This is an optimization exercise on Yosys and OpenROAD, whose aim is small area and a short achievable clock period, not a production implementation. The RTL was checked by simulation tests, not by an equivalence proof against the original design. Power and IR drop assume default switching activity.

$ cat design/flow/design.v
module ABC(
    input          clk,
    input          rst_n,
    input          wrdata_en,
    input  [255:0] wrdata_pld,
    input          wrdata_lw,
    input          rdata_en,
    output         rdatardy,
    output         arb_req,
    output         arb_lw,
    output [255:0] arb_pld
    );
reg  [256:0] hd;         
reg          hv;         
reg  [15*257-1:0] ram;   
reg  [14:0]  wp;         
reg  [14:0]  rp;         
reg  [14:0]  occ;        
reg  [15:0]  hsel;       
reg  [3:0]   rcnt;       
reg          rne;        
reg          rfull;      
reg          full;       
reg  [4:0]   pcnt;       
reg          pnz;        
reg          pz;         
reg          nhv;        
reg          hvnp;       
reg          nhvp;       
wire wr = wrdata_en & ~rfull;   
wire rd = rdata_en & ~pz;
assign rdatardy = ~full;
assign arb_req  = rdata_en & pnz;
assign arb_pld  = hd[255:0];
assign arb_lw   = hd[256];
wire [256:0] din = {wrdata_lw, wrdata_pld};
genvar g;
generate
    for (g = 0; g < 15; g = g + 1) begin : g_ent
        wire we   = wp[g] & ~rfull;
        wire keep = occ[g];
        always @(posedge clk)
            ram[g*257 +: 257] <= ({257{we}} & din) | ({257{keep}} & ram[g*257 +: 257]);
    end
endgenerate
wire [3:0] hload;
assign hload[0] = rdata_en ? nhvp : nhv;
assign hload[1] = rdata_en ? ~hvnp : ~hv;
assign hload[2] = (rdata_en & ~pz) | nhv;
assign hload[3] = (rdata_en & ~pz) | ~hv;
reg [256:0] hnext;
integer k;
always @(*) begin
    hnext = {257{hsel[15]}} & din;
    for (k = 0; k < 15; k = k + 1)
        hnext = hnext | ({257{hsel[k]}} & ram[k*257 +: 257]);
end
always @(posedge clk) begin
    hd[63:0]    <= hload[0] ? hnext[63:0]    : (hd[63:0]    & {64{hv}});
    hd[127:64]  <= hload[1] ? hnext[127:64]  : (hd[127:64]  & {64{hv}});
    hd[191:128] <= hload[2] ? hnext[191:128] : (hd[191:128] & {64{hv}});
    hd[256:192] <= hload[3] ? hnext[256:192] : (hd[256:192] & {65{hv}});
end
wire [14:0] wp_r   = {wp[13:0], wp[14]};
wire [14:0] rp_r   = {rp[13:0], rp[14]};
wire [3:0]  rcnt_i = rcnt + 4'd1;
wire [3:0]  rcnt_d = rcnt - 4'd1;
wire        r_is1  = (rcnt == 4'd1);
wire        r_is14 = (rcnt == 4'd14);
reg         hv_n, rne_n, rfull_n;
reg  [3:0]  rcnt_n;
reg  [14:0] wp_n, rp_n, occ_n;
reg  [15:0] hsel_n;
always @(*) begin
    case ({rd, wr})
        2'b01: begin
            hv_n    = 1'b1;
            rne_n   = rne | hv;
            rfull_n = hv & r_is14;
            rcnt_n  = hv ? rcnt_i : rcnt;
            wp_n    = hv ? wp_r : wp;
            rp_n    = rp;
            occ_n   = hv ? (occ | wp) : occ;
            hsel_n  = (hv & ~rne) ? {1'b0, rp} : hsel;
        end
        2'b10: begin
            hv_n    = rne;
            rne_n   = rne & ~r_is1;
            rfull_n = 1'b0;
            rcnt_n  = rne ? rcnt_d : rcnt;
            wp_n    = wp;
            rp_n    = rne ? rp_r : rp;
            occ_n   = rne ? (occ & ~rp) : occ;
            hsel_n  = (rne & ~r_is1) ? {1'b0, rp_r} : 16'h8000;
        end
        2'b11: begin
            hv_n    = 1'b1;
            rne_n   = rne;
            rfull_n = 1'b0;
            rcnt_n  = rcnt;
            wp_n    = rne ? wp_r : wp;
            rp_n    = rne ? rp_r : rp;
            occ_n   = rne ? ((occ & ~rp) | wp) : occ;
            hsel_n  = rne ? {1'b0, rp_r} : 16'h8000;
        end
        default: begin
            hv_n    = hv;
            rne_n   = rne;
            rfull_n = rfull;
            rcnt_n  = rcnt;
            wp_n    = wp;
            rp_n    = rp;
            occ_n   = occ;
            hsel_n  = hsel;
        end
    endcase
end
wire        full_n = hv_n & rfull_n;
wire        padd   = wr & wrdata_lw;
wire        psub   = rd & hd[256];
wire [4:0]  pcnt_i = pcnt + 5'd1;
wire [4:0]  pcnt_d = pcnt - 5'd1;
wire        p_is1  = (pcnt == 5'd1);
reg  [4:0]  pcnt_n;
reg         pnz_n;
always @(*) begin
    case ({padd, psub})
        2'b10:   begin pcnt_n = pcnt_i; pnz_n = 1'b1;   end
        2'b01:   begin pcnt_n = pcnt_d; pnz_n = ~p_is1; end
        default: begin pcnt_n = pcnt;   pnz_n = ~pz;    end
    endcase
end
always @(posedge clk or negedge rst_n) begin
    if (!rst_n) begin
        hv    <= 1'b0;
        wp    <= 15'd1;
        rp    <= 15'd1;
        occ   <= 15'd0;
        hsel  <= 16'h8000;
        rcnt  <= 4'd0;
        rne   <= 1'b0;
        rfull <= 1'b0;
        full  <= 1'b0;
        pcnt  <= 5'd0;
        pnz   <= 1'b0;
        pz    <= 1'b1;
        nhv   <= 1'b1;
        hvnp  <= 1'b0;
        nhvp  <= 1'b1;
    end else begin
        hv    <= hv_n;
        wp    <= wp_n;
        rp    <= rp_n;
        occ   <= occ_n;
        hsel  <= hsel_n;
        rcnt  <= rcnt_n;
        rne   <= rne_n;
        rfull <= rfull_n;
        full  <= full_n;
        pcnt  <= pcnt_n;
        pnz   <= pnz_n;
        pz    <= ~pnz_n;
        nhv   <= ~hv_n;
        hvnp  <= hv_n & ~pnz_n;
        nhvp  <= pnz_n | ~hv_n;
    end
end
endmodule
$ cat design/flow/flow/run.sh
#!/bin/bash
set -euo pipefail
cd "$(dirname "$0")/.."
here=$(pwd)
bash standard.sh \
  MATCH_CELL_FOOTPRINT=0 \
  "BUFFER_PORTS_ARGS=-buffer_cell sky130_fd_sc_hd__buf_2" \
  "CTS_ARGS=-sink_clustering_enable -repair_clock_nets -root_buf sky130_fd_sc_hd__clkbuf_16 -buf_list sky130_fd_sc_hd__clkbuf_16 -sink_clustering_size 25 -sink_clustering_max_diameter 50" \
  "POST_RESIZE_TCL=$here/flow/upsize.tcl" \
  finish > flow_make.log 2>&1
$ cat design/flow/flow/upsize.tcl
# Hook run after the placement resizer: the head-word registers, which drive
# the arb_pld/arb_lw port buffers over a long wire, get a stronger drive.
set n_up 0
foreach c [get_cells *] {
  set name [get_full_name $c]
  set ref [get_property $c ref_name]
  if {[regexp {^hd\[[0-9]+\]\$} $name]} {
    set to ""
    if {$ref eq "sky130_fd_sc_hd__dfxtp_1"} {
      set to sky130_fd_sc_hd__dfxtp_2
    }
    if {$to ne ""} {
      replace_cell $c $to
      incr n_up
    }
  }
}
puts "upsize.tcl: upsized $n_up registers"
$ cat design/flow/standard.sh
#!/bin/bash
# synth_recipe.tcl (not shown) runs the flow's synth.tcl, then flattens the netlist and writes it again
# the make line also repeats each setting of config.mk as NAME=value (left out here)
make -C /OpenROAD-flow-scripts/flow DESIGN_CONFIG=/design/flow/config.mk WORK_HOME=/design/flow/orfs CLKGATE_MAP_FILE= SYNTH_SCRIPT=/design/flow/synth_recipe.tcl "${@:-finish}"
$ cat design/flow/config.mk
export PLATFORM = sky130hd
export DESIGN_NAME = ABC
export DESIGN_NICKNAME = ABC
export VERILOG_FILES = /design/flow/design.v
export SDC_FILE = /design/flow/constraint.sdc
export NUM_CORES = 4
export LEC_CHECK = 0
export CAP_MARGIN = 20
export CORE_MARGIN = 2
export CORE_UTILIZATION = 65
export SETUP_SLACK_MARGIN = 2.8
export SLEW_MARGIN = 50
$ cat design/flow/constraint.sdc
create_clock -name core_clock -period 5.5 [get_ports {clk}]
set_input_delay 1.1000 -clock core_clock [delete_from_list [all_inputs] [get_ports {clk}]]
set_output_delay 1.1000 -clock core_clock [all_outputs]
set_load 0.01 [all_outputs]
==> results.json, run 1 <==
{
  "final_core_util": 0.723,
  "hpwl_mm": 278,
  "rows": 176,
  "worst_clock_skew_ps": 59.3,
  "worstSetupEndpointType": "output pin",
  "postRouteWirelength_mm": 577,
  "r2r_start": "rfull",
  "worstSetupPathType": "flop to output pin",
  "grt_pass1_vias": 122000,
  "critPathLaunch": "pnz",
  "synthXorXnorAreaFrac": 0.000524,
  "start_util": 0.654,
  "clk_latency_ps": 990,
  "syn_area_sq_mm": 0.151,
  "coreArea_sq_mm": 0.230,
  "ant_nets": 0,
  "die_h_um": 485,
  "fill_cells": 15900,
  "antenna_found_initial": 122,
  "p_leak_nw": 62.6,
  "finalSetupViolCount": 0,
  "htreeDepth": 5,
  "synthAdderAreaFrac": 0.00108,
  "grt_pass1_wl_mm": 835,
  "io_buffers": 519,
  "crit_arrival_ps": 1700,
  "hold_class": "input port to async pin",
  "ys_ff_latch": 4191,
  "synth_compound_area_frac": 0.358,
  "max_freq_mhz": 357,
  "whs_ps": 186,
  "synth_edf_count": 0,
  "ys_types": 49,
  "r2r_slack_ps": 2830,
  "vias": 127000,
  "final_layout_size_suffix_gt1_frac": 0.138,
  "period_share": 0.509,
  "synth_mux_area_frac": 0.00140,
  "drv_cap": 0,
  "power_per_cell_area_mw_per_mm2": 423,
  "clockBufferDepth": 4,
  "syn2layout_area_growth_pct": 10.5,
  "yosys_warnings": 1,
  "cts_buffers": 337,
  "cp.required_ps": 4400,
  "dr.pass1.iters": 9,
  "grt.overflow.total": 0,
  "drtIter0Drc": 20600,
  "peakVddDrop_mv": 0.560,
  "fin_tns_setup_ps": 0,
  "slew_viol_final": 0,
  "hold_buffers": 0,
  "drcViolationCount": 0,
  "cts.clk_slew.worst_paths_ps": 70,
  "viasPerCell": 8.14,
  "crit_path_end": "arb_req",
  "start_kind": "flop",
  "synthArstFlopShare": 0.0188,
  "cts_tree": "done",
  "die_x_um": 485,
  "grt_use_total": 0.467,
  "finalHoldViolations": 0,
  "synth_top_family_by_area": "compound AO/OA/AOI/OAI gates",
  "grt_max_degree": 129,
  "die_area_sq_mm": 0.235,
  "grt_setup_unrepaired": "true",
  "post_drt_wl_per_cell_um": 37.0,
  "slew_headroom": 0.403,
  "cp_max_fo": 1,
  "reg2reg_to": "ram[2603]",
  "root_buffer": "clkbuf_16",
  "synthFlopType": "dfxtp_1",
  "postSynthAreaPerCell_sq_um": 11.6,
  "status": "finished clean",
  "gp_congestion": 0.841,
  "tightest_slew_ps": 896,
  "synthSimpleGateAreaFrac": 0.0232,
  "min_period_ps": 2800,
  "cts_sinks": 4191,
  "synthCells": 13000,
  "io_pins": 520,
  "rr_worst_depth": 5,
  "dp.cells": 14900,
  "nets": 12500,
  "ys_seq_area_frac": 0.560,
  "final_cells": 15600,
  "synth_fp_nets": 13300
}
Yosys cell counts (2+ instances only):
| master | count | area, sq um |
|---|---|---|
| xnor2_1 | 5 | 43.8 |
| a221oi_1 | 963 | 8430 |
| and4_1 | 128 | 1120 |
| o21ai_0 | 124 | 621 |
| xor2_1 | 4 | 35.0 |
| a21boi_0 | 2 | 15.0 |
| buf_6 | 43 | 484 |
| a41oi_1 | 65 | 569 |
| nand2b_1 | 3 | 18.8 |
| nor2_1 | 85 | 319 |
| dfstp_2 | 6 | 158 |
| and3_1 | 65 | 407 |
| and2_1 | 2 | 12.5 |
| buf_4 | 15 | 113 |
| a32oi_1 | 15 | 131 |
| dfrtp_1 | 73 | 1830 |
| clkbuf_1 | 1189 | 4460 |
| nor2b_1 | 33 | 206 |
| dfxtp_1 | 4112 | 82300 |
| buf_1 | 181 | 679 |
| nand2_1 | 70 | 263 |
| a22oi_1 | 130 | 976 |
| mux2_2 | 16 | 180 |
| a22o_1 | 4882 | 42800 |
| nand4_1 | 64 | 400 |
| o2bb2ai_1 | 15 | 131 |
| nor4b_1 | 2 | 17.5 |
| mux2i_1 | 3 | 30.0 |
| buf_2 | 510 | 2550 |
| nand4b_1 | 2 | 17.5 |
| o21ai_1 | 9 | 45.0 |
| nand3_1 | 130 | 651 |
| ha_1 | 13 | 163 |
| inv_1 | 12 | 45.0 |
| a21oi_1 | 38 | 190 |
per-stage QoR:
step,setup WS (ps),power (mW),instance area (sq um)
floorplan,2810,37.6,151000
global placement,1470,43.3,151000
detailed placement,1810,44.2,154000
CTS,2670,69.3,166000
global route,2680,71.1,166000
finish,2700,70.4,166000
cell families (layout without fill, tap and decap cells):
group | count (synthesis) | after routing
buf+inv | 1952 | 1423
simple gates | 591 | 591
flops | 4191 | 4191
mux | 19 | 19
other cells | 0 | 84
fa+ha+maj | 13 | 13
xor+xnor | 9 | 9
compound gates | 6248 | 6248
placed cells by master, fill, tap and decap left out, types with 39 or more instances in the layout:
cell       count
a221oi_1     963
a22o_1      4882
a22oi_1      130
a41oi_1       65
and3_1        65
and4_1       127
buf_12       121
buf_16        63
buf_2        515
buf_4         62
buf_6         39
clkbuf_16    341
dfrtp_1       40
dfxtp_1     3855
dfxtp_2      250
diode_2       84
inv_6         57
nand2_1       69
nand3_1      130
nand4_1       64
nor2_1        84
o21ai_0      124
registers in the layout (all words and copies together) (netlist names):
| name | cells |
|---|---|
| occ | 15 |
| hd | 257 |
| full | 1 |
| wp | 15 |
| nhv | 1 |
| hvnp | 1 |
| rcnt | 4 |
| nhvp | 1 |
| ram | 3855 |
| pcnt | 5 |
| rfull | 1 |
| hv | 1 |
| pz | 1 |
| rne | 1 |
| pnz | 1 |
| hsel | 16 |
| rp | 15 |
layer usage:
layer	wire [um]	track usage	vias to the layer above	share of wire
li1	-	-	50300	-
met2	248000	0.693	10900	0.43
met3	81900	0.131	2298	0.14
met1	212000	0.611	63400	0.37
met4	33900	0.266	104	0.059
met5	658	0	-	0.0011
worst max-delay path, cell delays in order, from the launching register on:
cell and delay, ps:
dfrtp_2 470, and2_4 180, buf_6 110
report_power, final:
part | internal [mW] | switching [mW] | leakage [nW]
clock | 13.2 | 12.6 | 5.70
combinational | 2.15 | 10.6 | 22.7
sequential | 30.8 | 1.06 | 34.2
total | 46.1 | 24.3 | 62.6
final cells by class:
class	instances	area [sq um]	share of cell area
Antenna cell	84	210	0.00126
Clock buffer	341	8530	0.0513
Clock inverter	259	3080	0.0185
Inverter	13	51.3	0.000308
Multi-Input combinational cell	6880	58100	0.349
Sequential cell	4191	84800	0.510
Tap cell	3026	3790	0.0228
Timing Repair Buffer	810	7780	0.0468
what timing repair did:
item,CTS,global route
buffers inserted,0,2
setup endpoints to repair,12,52
resized for setup,6,12
worst min-delay path by stage:
stage	startpoint	endpoint	cells after the start
4_1_cts	rst_n	wp[11]	1
3_5_place_dp	hd[89]	hd[89]	1
2_1_floorplan	pcnt[4]	pcnt[4]	1
5_1_grt	rst_n	hsel[1]	1
6_report	rst_n	hsel[1]	1
3_3_place_gp	pcnt[4]	pcnt[4]	1
==> run 2, diff against run 1 <==
--- a/design/flow/config.mk
+++ b/design/flow/config.mk
@@ -8,5 +8,5 @@
 export CAP_MARGIN = 20
 export CORE_MARGIN = 2
 export CORE_UTILIZATION = 65
-export SETUP_SLACK_MARGIN = 2.8
+export SETUP_SLACK_MARGIN = 3.0
 export SLEW_MARGIN = 50
==> results.json, run 2 <==
{
  "cts_sinks": 4191,
  "crit_arrival_ps": 1750,
  "largest_reg_flops": 3855,
  "swShare": 0.347,
  "ys_types": 49,
  "start_kind": "input port",
  "peakVddDrop_mv": 0.474,
  "worstSetupPathType": "input port to output pin",
  "io_pins": 520,
  "period_share": 0.519,
  "rr_worst_depth": 6,
  "start_util": 0.654,
  "cp.required_ps": 4400,
  "hpwl_mm": 278,
  "grt_pass1_wl_mm": 840,
  "dpl_cell_area_sq_mm": 0.154,
  "ys_seq_area_frac": 0.560,
  "seqCellArea_sq_mm": 0.0849,
  "synthXorXnorAreaFrac": 0.000524,
  "vias": 127000,
  "synth_edf_count": 0,
  "netSwitchingPower_mw": 24.5,
  "root_buffer": "clkbuf_16",
  "multiInputGateArea_sq_mm": 0.0582,
  "cts.clk_slew.worst_paths_ps": 80,
  "final_layout_size_suffix_gt1_frac": 0.144,
  "synthFlopType": "dfxtp_1",
  "final_cell_area_sq_mm": 0.169,
  "yosys-top-cells-count": "4882 x a22o_1, 4112 x dfxtp_1, 1189 x clkbuf_1",
  "grt-busiest-layer": "met2",
  "clk_latency_ps": 1000,
  "grt_use_total": 0.471,
  "synth_fp_nets": 13300,
  "fill_cells": 15600,
  "final_common_cell": "a22o_1",
  "coreArea_sq_mm": 0.230,
  "layout_common_cells": "4882 x a22o_1, 3855 x dfxtp_1, 960 x a221oi_1, 335 x clkbuf_16, 306 x buf_6",
  "io_buffers": 519,
  "finalHoldViolations": 0,
  "finalSetupViolCount": 0,
  "max_freq_mhz": 350,
  "met2_usage": 0.708,
  "worstSetupEndpointType": "output pin",
  "r2r_start": "rfull",
  "antenna_found_initial": 115,
  "p_seq_frac": 0.448,
  "rows": 176,
  "synthAdderAreaFrac": 0.00108,
  "cp_max_fo": 5,
  "post_drt_wl_per_cell_um": 37.3,
  "cts_buffers": 329,
  "p_comb_frac": 0.195,
  "htreeDepth": 5,
  "clockBufferDepth": 4,
  "synth_compound_area_frac": 0.358,
  "yosys_warnings": 1,
  "die_area_sq_mm": 0.235,
  "min_period_ps": 2850,
  "gp_congestion": 0.828,
  "cts_tree": "done",
  "yosys-top-cells-area": "dfxtp_1 55%, a22o_1 28%, a221oi_1 5.6%, clkbuf_1 3.0%, buf_2 1.7%",
  "tightest_slew_ps": 852,
  "synth_top_area_share": 0.547,
  "postRouteWirelength_mm": 584,
  "synthArstFlopShare": 0.0188,
  "viasPerCell": 8.12,
  "power_per_cell_area_mw_per_mm2": 419,
  "synth_mux_area_frac": 0.00140,
  "intPower_mw": 46.1,
  "grt_pass1_vias": 122000,
  "synthCells": 13000,
  "drtIter0Drc": 21500,
  "p_leak_nw": 63.1,
  "hold_class": "input port to async pin",
  "slew_headroom": 0.432,
  "synthSimpleGateAreaFrac": 0.0232,
  "grt_setup_unrepaired": "true",
  "worst_clock_skew_ps": 59.3,
  "largest-register": "ram",
  "p_clk_frac": 0.357,
  "yosysTopAreaCell": "dfxtp_1",
  "yosysMostFrequentCell": "a22o_1",
  "syn_area_sq_mm": 0.151,
  "r2r_slack_ps": 2900,
  "reg2reg_to": "ram[3047]",
  "ant_nets": 0,
  "ys_ff_latch": 4191,
  "drv_cap": 0,
  "die_x_um": 485,
  "drcViolationCount": 0,
  "synth_top_family_by_area": "compound AO/OA/AOI/OAI gates",
  "met1_usage": 0.615,
  "top_regs": "ram: 3855 flops, hd: 257 flops, hsel: 16 flops",
  "met3_usage": 0.127,
  "fin_tns_setup_ps": 0,
  "status": "finished clean",
  "nets": 12600,
  "syn2layout_area_growth_pct": 12.0,
  "grt.overflow.total": 0,
  "dr.pass1.iters": 9,
  "slew_viol_final": 0,
  "grt_max_degree": 131,
  "postSynthAreaPerCell_sq_um": 11.6,
  "die_h_um": 485
}
[run 2: cell count changes in the layout (fill, tap and decap cells not counted), sizes merged]
cell / before / now
buf: 807 / 880
inv: 148 / 117
clkinv: 85 / 103
clkinvlp: 14 / 28
diode: 84 / 77
bufinv: 25 / 19
[run 2: critical path, stage by stage]
cell and delay (ps):
buf_2 330, and2_4 230, buf_6 90
[run 2: final cells by class]
| class | instances | area share |
|---|---|---|
| sequential | 4191 | 0.504 |
| antenna | 77 | 0.00114 |
| inverter | 13 | 0.000319 |
| timing repair buffer | 892 | 0.0603 |
| multi-input combinational | 6880 | 0.345 |
| tap | 3026 | 0.0225 |
| clock inverter | 254 | 0.0178 |
| clock buffer | 332 | 0.0493 |
[run 2: worst max path at each step]
| stage | startpoint | endpoint | slack, ps | cells past startpoint |
|---|---|---|---|---|
| CTS | pnz | arb_req | 2660 | 2 |
| floorplan | rdata_en | wp[10] | 2900 | 8 |
| global placement | rdata_en | rcnt[3] | 1900 | 8 |
| finish | rdata_en | arb_req | 2650 | 3 |
| detailed placement | rdata_en | rcnt[3] | 2110 | 8 |
| global route | pnz | arb_req | 2650 | 2 |
[run 2: metrics by stage]
stage / hold slack (ps) / setup WS, ps / std cells / utilization / power, mW
floorplan: 435 / 2900 / 13000 / - / 37.6
global placement: 457 / 1900 / 14800 / 0.658 / 43.3
CTS: 161 / 2660 / 15600 / 0.730 / 69.4
detailed placement: 453 / 2110 / 14900 / 0.670 / 44.3
global route: 204 / 2650 / 15600 / 0.732 / 71.3
finish: 162 / 2650 / 15700 / 0.733 / 70.7
[run 2: repair_timing]
item,in CTS,in global routing
setup endpoints to repair,451,353
buffers inserted,61,17
resized for setup,428,21
gates cloned,2,3
pin swaps,1,2
hold buffers,0,0
[run 2: power by group through the flow]
stage	clock, mW	combinational, mW	sequential (mW)
6_report	25.2	13.8	31.6
4_1_cts	25.2	12.6	31.6
3_5_place_dp	0	11.9	32.4
2_1_floorplan	0	5.83	31.7
3_3_place_gp	0	10.5	32.9
5_1_grt	26.3	13.4	31.6
[run 2: logic make-up (layout without fill, tap and decap cells)]
family	Yosys count	in the layout
flops	4191	4191
compound gates	6248	6248
other cells	0	77
mux	19	19
fa+ha+maj	13	13
buf+inv	1952	1491
xor+xnor	9	9
simple gates	591	591
[run 2: metal layers]
layer / vias up / share of wire / wire (um)
met1: 63600 / 0.37 / 215000
met3: 2179 / 0.14 / 81400
met5: - / 0.0011 / 613
li1: 50400 / - / -
met2: 10900 / 0.43 / 253000
met4: 90 / 0.057 / 33300
==> run 3, diff against run 2 <==
==> design/flow/flow/run.sh (replaced) <==
#!/bin/bash
set -euo pipefail
cd "$(dirname "$0")/.."
here=$(pwd)
bash standard.sh \
  MATCH_CELL_FOOTPRINT=0 \
  "BUFFER_PORTS_ARGS=-buffer_cell sky130_fd_sc_hd__buf_2" \
  "CTS_ARGS=-sink_clustering_enable -repair_clock_nets -root_buf sky130_fd_sc_hd__clkbuf_16 -buf_list sky130_fd_sc_hd__clkbuf_16 -sink_clustering_size 30 -sink_clustering_max_diameter 60" \
  "POST_RESIZE_TCL=$here/flow/upsize.tcl" \
  finish > flow_make.log 2>&1
--- a/design/flow/config.mk
+++ b/design/flow/config.mk
@@ -8,5 +8,5 @@
 export CAP_MARGIN = 20
 export CORE_MARGIN = 2
 export CORE_UTILIZATION = 65
-export SETUP_SLACK_MARGIN = 3.0
+export SETUP_SLACK_MARGIN = 2.8
 export SLEW_MARGIN = 50
==> results.json, run 3 <==
{
  "hold_class": "input port to async pin",
  "yosysTopAreaCell": "dfxtp_1",
  "synth_top_area_share": 0.547,
  "cp.required_ps": 4400,
  "path_cells": "and2_4, buf_6",
  "synth_fp_nets": 13300,
  "yosysMostFrequentCell": "a22o_1",
  "drv_cap": 0,
  "synthArstFlopShare": 0.0188,
  "grt_max_degree": 129,
  "cts_tree": "done",
  "layout_common_cells": "4882 x a22o_1, 3855 x dfxtp_1, 963 x a221oi_1, 516 x buf_2, 257 x dfxtp_2",
  "crit_arrival_ps": 1670,
  "grt.overflow.total": 0,
  "ys_ff_latch": 4191,
  "grt_pass1_vias": 120000,
  "syn_area_sq_mm": 0.151,
  "p_leak_nw": 60.4,
  "power_per_cell_area_mw_per_mm2": 394,
  "hpwl_mm": 278,
  "cts.clk_slew.worst_paths_ps": 100,
  "start_util": 0.654,
  "drcViolationCount": 0,
  "start_kind": "flop",
  "finalSetupViolCount": 0,
  "drtIter0Drc": 19800,
  "grt_setup_unrepaired": "true",
  "vias": 126000,
  "grt_pass1_wl_mm": 827,
  "slowest_delay_ps": 480,
  "grt_use_total": 0.462,
  "viasPerCell": 8.17,
  "worstSetupPathType": "flop to output pin",
  "slew_viol_final": 0,
  "die_area_sq_mm": 0.235,
  "worst_clock_skew_ps": 40.0,
  "antenna_found_initial": 122,
  "top_regs": "ram: 3855 flops, hd: 257 flops, hsel: 16 flops",
  "post_drt_wl_per_cell_um": 37.3,
  "final_common_cell": "a22o_1",
  "rows": 176,
  "cp_num_buf_inv": 1,
  "largest-register": "ram",
  "peakVddDrop_mv": 0.506,
  "synth_edf_count": 0,
  "largest_reg_flops": 3855,
  "ys_seq_area_frac": 0.560,
  "syn2layout_area_growth_pct": 7.55,
  "die_h_um": 485,
  "postSynthAreaPerCell_sq_um": 11.6,
  "yosys-top-cells-count": "4882 x a22o_1, 4112 x dfxtp_1, 1189 x clkbuf_1",
  "synthCells": 13000,
  "multiInputGateArea_sq_mm": 0.0581,
  "slew_headroom": 0.453,
  "clk_latency_ps": 940,
  "ys_types": 49,
  "final_layout_size_suffix_gt1_frac": 0.123,
  "coreArea_sq_mm": 0.230,
  "cts_sinks": 4191,
  "min_period_ps": 2770,
  "max_freq_mhz": 361,
  "gp_congestion": 0.841,
  "hold_buffers": 0,
  "io_buffers": 519,
  "dp.cells": 14900,
  "ant_nets": 0,
  "synthFlopType": "dfxtp_1",
  "tightest_slew_ps": 820,
  "htreeDepth": 4,
  "cp_max_fo": 1,
  "status": "finished clean",
  "root_buffer": "clkbuf_16",
  "fill_cells": 16500,
  "seqCellArea_sq_mm": 0.0847,
  "io_pins": 520,
  "p_total_mw": 63.7,
  "cts_buffers": 203,
  "postRouteWirelength_mm": 572,
  "yosys-top-cells-area": "dfxtp_1 55%, a22o_1 28%, a221oi_1 5.6%, clkbuf_1 3.0%, buf_2 1.7%",
  "worstSetupEndpointType": "output pin",
  "yosys_warnings": 1,
  "nets": 12400,
  "clockBufferDepth": 3,
  "dr.pass1.iters": 9,
  "finalHoldViolations": 0,
  "critPathSlowestCell": "dfrtp_2",
  "period_share": 0.504,
  "die_x_um": 485,
  "crit_family": "flip-flops",
  "fin_tns_setup_ps": 0,
  "final_cells": 15400
}
==> run 3: cell counts after synthesis <==
Identical to the previous run, type by type.
==> run 3: worst reg2reg max path, stage by stage (launching register included) <==
cell	delay [ps]
dfstp_4	890
buf_12	320
buf_4	620
a22o_1	270
a221oi_1	50
and4_1	250
o21ai_0	190
==> run 3: per-stage QoR <==
step                setup WS (ps)  cell area [sq um]  utilization  hold WS [ps]
floorplan                    2810             151000            -           435
global placement             1470             151000        0.658           456
detailed placement           1810             154000        0.670           451
CTS                          2720             161000        0.702           236
global route                 2720             162000        0.703           251
finish                       2730             162000        0.703           215
==> run 3: repair_timing <==
| action | in CTS | in global routing |
|---|---|---|
| endpoints found under the setup margin | 9 | 60 |
| cloned | 0 | 0 |
| buffers inserted | 0 | 2 |
| gates resized for setup | 2 | 7 |
==> run 3: final timing paths <==
kind | from | endpoint | slack [ps] | cells past startpoint
max reg2reg | hsel[15] | hd[153] | 2820 | 6
min in group core_clock | hd[110] | hd[110] | 470 | 1
max in group asynchronous | rst_n | occ[4] | 4790 | 1
min reg2reg | hd[110] | hd[110] | 470 | 1
max | pnz | arb_req | 2730 | 2
min | rst_n | hsel[5] | 210 | 1
==> run 3: logic make-up (layout without fill, tap and decap cells) <==
family / count (synthesis) / count (layout) / synth area share
AOI/OAI and AO/OA: 6248 / 6248 / 0.358
xor gates and xnor gates: 9 / 9 / 0.000524
adders and majority gates: 13 / 13 / 0.00108
buffers and inverters: 1952 / 1183 / 0.0555
DFF: 4191 / 4191 / 0.560
muxes: 19 / 19 / 0.00140
other: 0 / 80 / 0
and+or+nand+nor: 591 / 591 / 0.0232
==> run 3: where the power goes <==
part / total (mW) / internal (mW) / switching (mW)
clock network: 19.2 / 7.95 / 11.2
registers: 31.9 / 30.8 / 1.05
logic: 12.7 / 2.13 / 10.5
total: 63.7 / 40.9 / 22.8
==> run 3: layout make-up <==
| class | instances | share of cell area |
|---|---|---|
| diodes | 80 | 0.00124 |
| clock buffers | 213 | 0.0329 |
| clock inverters | 150 | 0.0121 |
| inverters | 13 | 0.000317 |
| multi-input cells | 6880 | 0.359 |
| flip-flops and latches | 4191 | 0.524 |
| well taps | 3026 | 0.0234 |
| repair buffers | 807 | 0.0476 |
==> run 3: routing by layer <==
layer | track usage | wire length, um
met1 | 0.605 | 212000
met3 | 0.131 | 80700
met5 | 0 | 595
met4 | 0.254 | 32100
met2 | 0.690 | 247000
==> run 4, diff against run 3 <==
--- a/design/flow/config.mk
+++ b/design/flow/config.mk
@@ -7,6 +7,6 @@
 export LEC_CHECK = 0
 export CAP_MARGIN = 20
 export CORE_MARGIN = 2
-export CORE_UTILIZATION = 65
+export CORE_UTILIZATION = 70
 export SETUP_SLACK_MARGIN = 2.8
 export SLEW_MARGIN = 50
==> results.json, run 4 <==
{
  "grt_max_degree": 128,
  "final_cells": 15200,
  "largest-register": "ram",
  "peakVddDrop_mv": 0.465,
  "postSynthAreaPerCell_sq_um": 11.6,
  "power_per_cell_area_mw_per_mm2": 391,
  "coreArea_sq_mm": 0.214,
  "dr.pass1.iters": 9,
  "synthAdderAreaFrac": 0.00108,
  "p_total_mw": 63.2,
  "drtIter0Drc": 22500,
  "whs_ps": 232,
  "seqCellArea_sq_mm": 0.0847,
  "grt_pass1_wl_mm": 820,
  "crit_arrival_ps": 1580,
  "viasPerCell": 8.40,
  "cts_tree": "done",
  "root_buffer": "clkbuf_16",
  "grt_use_total": 0.494,
  "top_regs": "ram: 3855 flops, hd: 257 flops, hsel: 16 flops",
  "cp_max_fo": 5,
  "ys_seq_area_frac": 0.560,
  "nets": 12400,
  "slew_headroom": 0.408,
  "yosys-top-cells-count": "4882 x a22o_1, 4112 x dfxtp_1, 1189 x clkbuf_1",
  "worst_slack_ps": 2820,
  "ys_ff_latch": 4191,
  "cts_buffers": 198,
  "final_layout_size_suffix_gt1_frac": 0.122,
  "yosys-top-cells-area": "dfxtp_1 55%, a22o_1 28%, a221oi_1 5.6%, clkbuf_1 3.0%, buf_2 1.7%",
  "hold_class": "input port to async pin",
  "min_period_ps": 2680,
  "gp_congestion": 0.837,
  "synthXorXnorAreaFrac": 0.000524,
  "dp.cells": 14700,
  "final_core_util": 0.754,
  "max_freq_mhz": 374,
  "hpwl_mm": 279,
  "synth_compound_area_frac": 0.358,
  "slew_viol_final": 0,
  "synth_top_family_by_area": "compound AO/OA/AOI/OAI gates",
  "syn2layout_area_growth_pct": 7.35,
  "dp_slack_ps": 2000,
  "grt_setup_unrepaired": "true",
  "layout_common_cells": "4882 x a22o_1, 3855 x dfxtp_1, 962 x a221oi_1, 515 x buf_2, 257 x dfxtp_2",
  "yosys_warnings": 1,
  "die_h_um": 468,
  "synth_edf_count": 0,
  "synthFlopType": "dfxtp_1",
  "dpl_cell_area_sq_mm": 0.154,
  "final_common_cell": "a22o_1",
  "worst_clock_skew_ps": 55.6,
  "largest_reg_flops": 3855,
  "io_pins": 520,
  "final_cell_area_sq_mm": 0.162,
  "htreeDepth": 4,
  "worstSetupEndpointType": "output pin",
  "fill_cells": 14200,
  "cp.required_ps": 4400,
  "synth_top_area_share": 0.547,
  "p_leak_nw": 60.3,
  "finalHoldViolations": 0,
  "fin_tns_setup_ps": 0,
  "postRouteWirelength_mm": 567,
  "cts.clk_slew.worst_paths_ps": 100,
  "cts_sinks": 4191,
  "antenna_found_initial": 119,
  "worstSetupPathType": "input port to output pin",
  "ant_nets": 0,
  "grt_pass1_vias": 121000,
  "tightest_slew_ps": 888,
  "die_area_sq_mm": 0.219,
  "yosysTopAreaCell": "dfxtp_1",
  "rows": 170,
  "synthSimpleGateAreaFrac": 0.0232,
  "synthArstFlopShare": 0.0188,
  "post_drt_wl_per_cell_um": 37.4,
  "period_share": 0.487,
  "start_util": 0.703,
  "vias": 127000,
  "io_buffers": 519,
  "clockBufferDepth": 3,
  "multiInputGateArea_sq_mm": 0.0581,
  "yosysMostFrequentCell": "a22o_1",
  "grt.overflow.total": 0,
  "synth_fp_nets": 13300,
  "drv_cap": 0,
  "start_kind": "input port",
  "drcViolationCount": 0,
  "die_x_um": 468,
  "status": "finished clean",
  "synthCells": 13000,
  "syn_area_sq_mm": 0.151,
  "hold_buffers": 0,
  "synth_mux_area_frac": 0.00140,
  "finalSetupViolCount": 0,
  "clk_latency_ps": 920,
  "ys_types": 49
}
## run 4: repair_timing
item	in CTS	in global routing
endpoints found under the setup margin	11	34
gates cloned	0	0
gates resized for setup	7	8
pin swaps	1	2
buffers inserted	0	6
## run 4: area by class of cell
class / instances / share of cell area
Sequential cell: 4191 / 0.525
Multi-Input combinational cell: 6880 / 0.360
Timing Repair Buffer: 813 / 0.0495
Clock buffer: 202 / 0.0313
Tap cell: 2838 / 0.0220
Clock inverter: 147 / 0.0114
Antenna cell: 85 / 0.00132
Inverter: 13 / 0.000318
## run 4: path summary, 6_finish.rpt
path                       slack (ps)  endpoint  depth (start not counted)     start
max                              2820   arb_req                          3  rdata_en
min reg2reg                       470   hd[114]                          1   hd[114]
max in group asynchronous        4730   occ[11]                          1     rst_n
min                               230       pnz                          1     rst_n
min in group core_clock           470   hd[114]                          1   hd[114]
max reg2reg                      2830   hd[169]                          8   hsel[5]
## run 4: cell families after synthesis
group / count (synthesis)
flops: 4191
simple gates: 591
mux: 19
xor+xnor: 9
fa+ha+maj: 13
compound gates: 6248
buf+inv: 1952
## run 4: per-layer routing
layer | vias to the layer above | global-route usage | share of wire
met3 | 2493 | 0.138 | 0.15
met4 | 94 | 0.290 | 0.062
met5 | - | 0 | 0.0010
met1 | 63200 | 0.646 | 0.36
li1 | 49800 | - | -
met2 | 11800 | 0.734 | 0.43
## run 4: worst max-delay path, stage by stage
cell and delay (ps):
buf_6 130, and2_4 220, buf_6 120
## run 4: where the power goes
| part | total [mW] | switching [mW] | internal, mW |
|---|---|---|---|
| Combinational | 12.9 | 10.6 | 2.27 |
| Clock | 18.6 | 10.8 | 7.76 |
| Sequential | 31.7 | 0.866 | 30.8 |
| Total | 63.2 | 22.3 | 40.9 |

## static timing again, ports no longer ideal
The results above use ideal ports. As a check the final layouts listed here were re-extracted and re-timed, cells and wires unchanged.
Step 1 (the two cells are an assumption about what drives the block):
set clk [get_ports {clk}]
set_driving_cell -lib_cell sky130_fd_sc_hd__clkbuf_16 $clk
set_driving_cell -lib_cell sky130_fd_sc_hd__buf_2 [delete_from_list [all_inputs] $clk]
Step 2 times the ports against the registers' clock, not the clock port: input delays grow and output delays shrink by t, the midpoint of the rising clock arrivals with the driver on.
Slacks: no drivers / after step 1 / after step 2; pairs: no drivers / after step 1.
run | t (ns) | setup slack, ns | clock arrival spread, ns | worst register clock-pin slew, ns | worst slew at a driven data input, ns
run 1 | 1.075 | 2.698 / 2.587 / 2.125 | 0.061 / 0.061 | 0.09 / 0.09 | 0.27
run 2 | 1.086 | 2.647 / 2.556 / 2.166 | 0.060 / 0.060 | 0.10 / 0.10 | 0.23
run 3 | 1.012 | 2.730 / 2.632 / 2.134 | 0.045 / 0.045 | 0.12 / 0.12 | 0.28
run 4 | 1.003 | 2.824 / 2.665 / 2.146 | 0.060 / 0.060 | 0.11 / 0.11 | 0.25
After both steps every run listed still meets setup and hold. For run 4, which loses most, drivers alone change the setup slack by -0.159 ns; drivers and shift together by -0.678 ns.
